Source: an optimization exercise on an open RTL-to-GDS flow (aim: small area). Production flows keep margins and buffers that such runs may drop.
At most, simulation tests tie the RTL to the original design; equivalence was not proved.
Power and IR drop assume default switching activity.

// rangesensor
module rangesensor (
   input  wire        clk,
   input  wire        rst,
   input  wire        rx,
   input  wire [1:0]  echo,
   output wire        tx,
   output wire [1:0]  trigger,
   output wire [13:0] segments,
   output wire [7:0]  digit_num
);
Size: ~210 flip-flops, roughly 30 I/O pins, about 8900 µm² of cells after synthesis.
export LEC_CHECK = 0
export CAP_MARGIN = 20
export CORE_MARGIN = 2
export CORE_UTILIZATION = 40
export CTS_BUF_LIST = sky130_fd_sc_hd__clkbuf_8
export CTS_CLUSTER_DIAMETER = 50
export CTS_CLUSTER_SIZE = 20
export SLEW_MARGIN = 20
create_clock -name core_clock -period 20.0 [get_ports {clk}]
run.sh (not shown) runs the stock make flow with config.mk's settings and CLKGATE_MAP_FILE= SYNTH_SCRIPT=/design/flow/synth_recipe.tcl, a recipe that flattens the netlist after the stock synthesis.
The starting point passed the timing, design-rule and antenna checks.
Rerun with:
- CTS_CLUSTER_DIAMETER: 50 -> 60
- CTS_CLUSTER_SIZE: 20 -> 16
The changed run ran to the end with no violations.
Hold slack is about the same.
Setup slack gets better by 0.031 ns.
Power goes down by roughly a tenth.

Setup of JK:
Another version of the RTL of rangesensor (not shown whole).
For scale: ~210 flip-flops, roughly 30 I/O pins, roughly 9700 µm² of cells after synthesis.
// rangesensor
module rangesensor (
   input  wire        clk,
   input  wire        rst,
   input  wire        rx,
   input  wire [1:0]  echo,
   output wire        tx,
   output wire [1:0]  trigger,
   output wire [13:0] segments,
   output wire [7:0]  digit_num
);
make LEC_CHECK=0 CAP_MARGIN=20 CORE_MARGIN=2 CORE_UTILIZATION=40 CTS_BUF_LIST=sky130_fd_sc_hd__clkbuf_8 CTS_CLUSTER_DIAMETER=60 CTS_CLUSTER_SIZE=16 SLEW_MARGIN=20 finish   # period 20.0 ns
Modified inputs, MS compared to JK
Settings: swapping 60 for 80 in CTS_CLUSTER_DIAMETER; swapping sky130_fd_sc_hd__clkbuf_8 for sky130_fd_sc_hd__clkbuf_16 in CTS_BUF_LIST; swapping 16 for 30 in CTS_CLUSTER_SIZE.
[summary]
Changes observed in MS relative to JK: setup slack up 0.064 ns, relative slew slack went down 0.39 points. The higher total length of routed wires of JK and MS is in JK. Delta(first-pass GRT wire length, MS - JK) < 0. MS vs JK — filler cell count in the final layout dropped 0.71%. ~same net switching fraction of the power in JK and MS. Clock-buffer cell count: JK and MS compared, higher one is JK. Side by side, final critical-path share of the clock period turned out lower in MS than in JK. [compare] base=JK new=MS: total power of the final layout increased by 4.1% relative to the old numbers; utilization of the core after routing increased by 0.25 points relative to the old numbers; maximum clock rate increased by about 0.9% relative to the old numbers.
No run of this note included a check of the RTL's function; only the layout flow was run.

Another version of the RTL of rangesensor (not shown whole).
Size in the first run: ~810 cells after synthesis, about 210 flip-flops, ~30 I/O pins, roughly 7600 um2 of cells after synthesis.
clock: 20.0 ns
lec_check: 0
cap_margin: 20
core_margin: 2
core_utilization: 40
cts_buf_list: sky130_fd_sc_hd__clkbuf_8
cts_cluster_diameter: 80
cts_cluster_size: 18
slew_margin: 20
standard.sh (not shown) runs the stock make flow with config.mk's settings and CLKGATE_MAP_FILE= SYNTH_SCRIPT=/design/flow/synth_recipe.tcl, a recipe that flattens the netlist after the stock synthesis.
==> flow/flow/run.sh <==
#!/bin/bash
# Layout flow: the standard flow (standard.sh: the same ORFS make targets
# and settings) with three changes:
#  - synthesis maps the logic with an area-oriented ABC script
#    (flow/abc_area.script) instead of ORFS's speed script; Yosys maps the
#    registers before ABC runs, so they are the standard synthesis's;
#  - CTS does not insert dummy loads (CTS_ARGS, otherwise ORFS's arguments);
#  - every input and output port is buffered with buf_1.
# Output of the make run: flow.log; each ORFS step logs under orfs/logs/.
set -euo pipefail
W=$(pwd)
{
  head -n 1 synth_recipe.tcl
  cat <<EOT
proc abc {args} {
  set i [lsearch \$args -script]
  if {\$i >= 0} { lset args [expr {\$i + 1}] $W/flow/abc_area.script }
  yosys abc {*}\$args
}
EOT
  tail -n +2 synth_recipe.tcl
} > my_synth.tcl
CTS_ARGS="-sink_clustering_enable -repair_clock_nets -dont_use_dummy_load -buf_list sky130_fd_sc_hd__clkbuf_4 -sink_clustering_size 10 -sink_clustering_max_diameter 50"
sed -e "s#SYNTH_SCRIPT=[^ ]*synth_recipe\.tcl#SYNTH_SCRIPT=$W/my_synth.tcl#" \
    -e "s#\"\${@:-finish}\"#'CTS_ARGS=$CTS_ARGS' 'BUFFER_PORTS_ARGS=-buffer_cell sky130_fd_sc_hd__buf_1' \"\${@:-finish}\"#" \
    standard.sh > my_standard.sh
grep -q "SYNTH_SCRIPT=$W/my_synth.tcl" my_standard.sh
grep -q "dont_use_dummy_load" my_standard.sh
bash my_standard.sh > flow.log 2>&1
==> flow/flow/abc_area.script <==
strash
dch
amap
strash
dch
amap
strash
dch
amap
strash
dch
amap
strash
dch
amap
strash
dch
amap
topo
The baseline passed the timing, design-rule and antenna checks.
Next try:
- CORE_UTILIZATION: 40 -> 60
- CTS_BUF_LIST: sky130_fd_sc_hd__clkbuf_8 -> sky130_fd_sc_hd__clkbuf_4
- CTS_CLUSTER_DIAMETER: 80 -> 50
- CTS_CLUSTER_SIZE: 18 -> 10
- PLACE_DENSITY: unset -> 0.8
The new run ran to the end with no violations.
Setup slack hardly moves.
Via count went up by 3.8%.
Sequential power stays flat.
Area after synthesis stays the same.
Next try:
--- a/flow/flow/run.sh
+++ b/flow/flow/run.sh
@@ -22,3 +22,3 @@
 } > my_synth.tcl
-CTS_ARGS="-sink_clustering_enable -repair_clock_nets -dont_use_dummy_load -buf_list sky130_fd_sc_hd__clkbuf_4 -sink_clustering_size 10 -sink_clustering_max_diameter 50"
+CTS_ARGS="-sink_clustering_enable -repair_clock_nets -dont_use_dummy_load -buf_list sky130_fd_sc_hd__clkbuf_8 -sink_clustering_size 18 -sink_clustering_max_diameter 80"
 sed -e "s#SYNTH_SCRIPT=[^ ]*synth_recipe\.tcl#SYNTH_SCRIPT=$W/my_synth.tcl#" \
- CORE_UTILIZATION: 60 -> 40
- CTS_BUF_LIST: sky130_fd_sc_hd__clkbuf_4 -> sky130_fd_sc_hd__clkbuf_8
- CTS_CLUSTER_DIAMETER: 50 -> 80
- CTS_CLUSTER_SIZE: 10 -> 18
- PLACE_DENSITY: 0.8 -> unset
=>
- design area climbs slightly
- core utilization drops by 21 points
- sequential share of layout area drops by 0.71 points
- power climbs by a few percent
- clock-buffer cell count drops by 9
- worst setup slack improved by 0.14 ns
- flip-flop and latch count does not change
- register-to-register slack improved by 0.11 ns
- area after synthesis stays the same
- wire length drops slightly
Next try:
--- a/flow/flow/run.sh
+++ b/flow/flow/run.sh
@@ -22,3 +22,3 @@
 } > my_synth.tcl
-CTS_ARGS="-sink_clustering_enable -repair_clock_nets -dont_use_dummy_load -buf_list sky130_fd_sc_hd__clkbuf_8 -sink_clustering_size 18 -sink_clustering_max_diameter 80"
+CTS_ARGS="-sink_clustering_enable -repair_clock_nets -dont_use_dummy_load -buf_list sky130_fd_sc_hd__clkbuf_8 -sink_clustering_size 18 -sink_clustering_max_diameter 80 -sink_clustering_levels 1"
 sed -e "s#SYNTH_SCRIPT=[^ ]*synth_recipe\.tcl#SYNTH_SCRIPT=$W/my_synth.tcl#" \
Result: Non-clock buffer count stays the same; combinational power barely changes; global-route usage stays the same.

what the ideal ports hide:
The flow's constraints put no driver on any port. The routed layouts listed below were extracted and timed again, unchanged, in two steps. Step 1 assumes that a clkbuf_16 drives the clock port and a buf_2 every other input. Step 2 also shifts input and output timing later by t, the mid clock arrival at the registers, as if the neighbouring blocks saw the same clock. Slacks: no drivers / after step 1 / after step 2; pairs: no drivers / after step 1.
run | t, ns | setup slack, ns | worst register clock-pin slew, ns | worst data-port slew with drivers (ns) | cell pins on the clock port's net
the first run of note 1 | 0.589 | 12.525 / 12.485 / 13.074 | 0.10 / 0.10 | 0.03 | 1
the second run of note 1 | 0.555 | 12.555 / 12.512 / 13.067 | 0.11 / 0.11 | 0.03 | 1
JK | 0.540 | 12.821 / 12.781 / 13.322 | 0.10 / 0.10 | 0.03 | 1
MS | 0.513 | 12.885 / 12.839 / 13.352 | 0.11 / 0.11 | 0.03 | 1
the first run of note 3 | 0.645 | 12.789 / 12.750 / 13.394 | 0.11 / 0.11 | 0.03 | 1
the second run of note 3 | 0.618 | 12.786 / 12.754 / 13.372 | 0.11 / 0.11 | 0.03 | 1
the third run of note 3 | 0.525 | 12.923 / 12.881 / 13.406 | 0.11 / 0.11 | 0.03 | 1
the fourth run of note 3 | 0.525 | 12.923 / 12.881 / 13.406 | 0.11 / 0.11 | 0.03 | 1
After both steps every run listed still meets setup and hold.
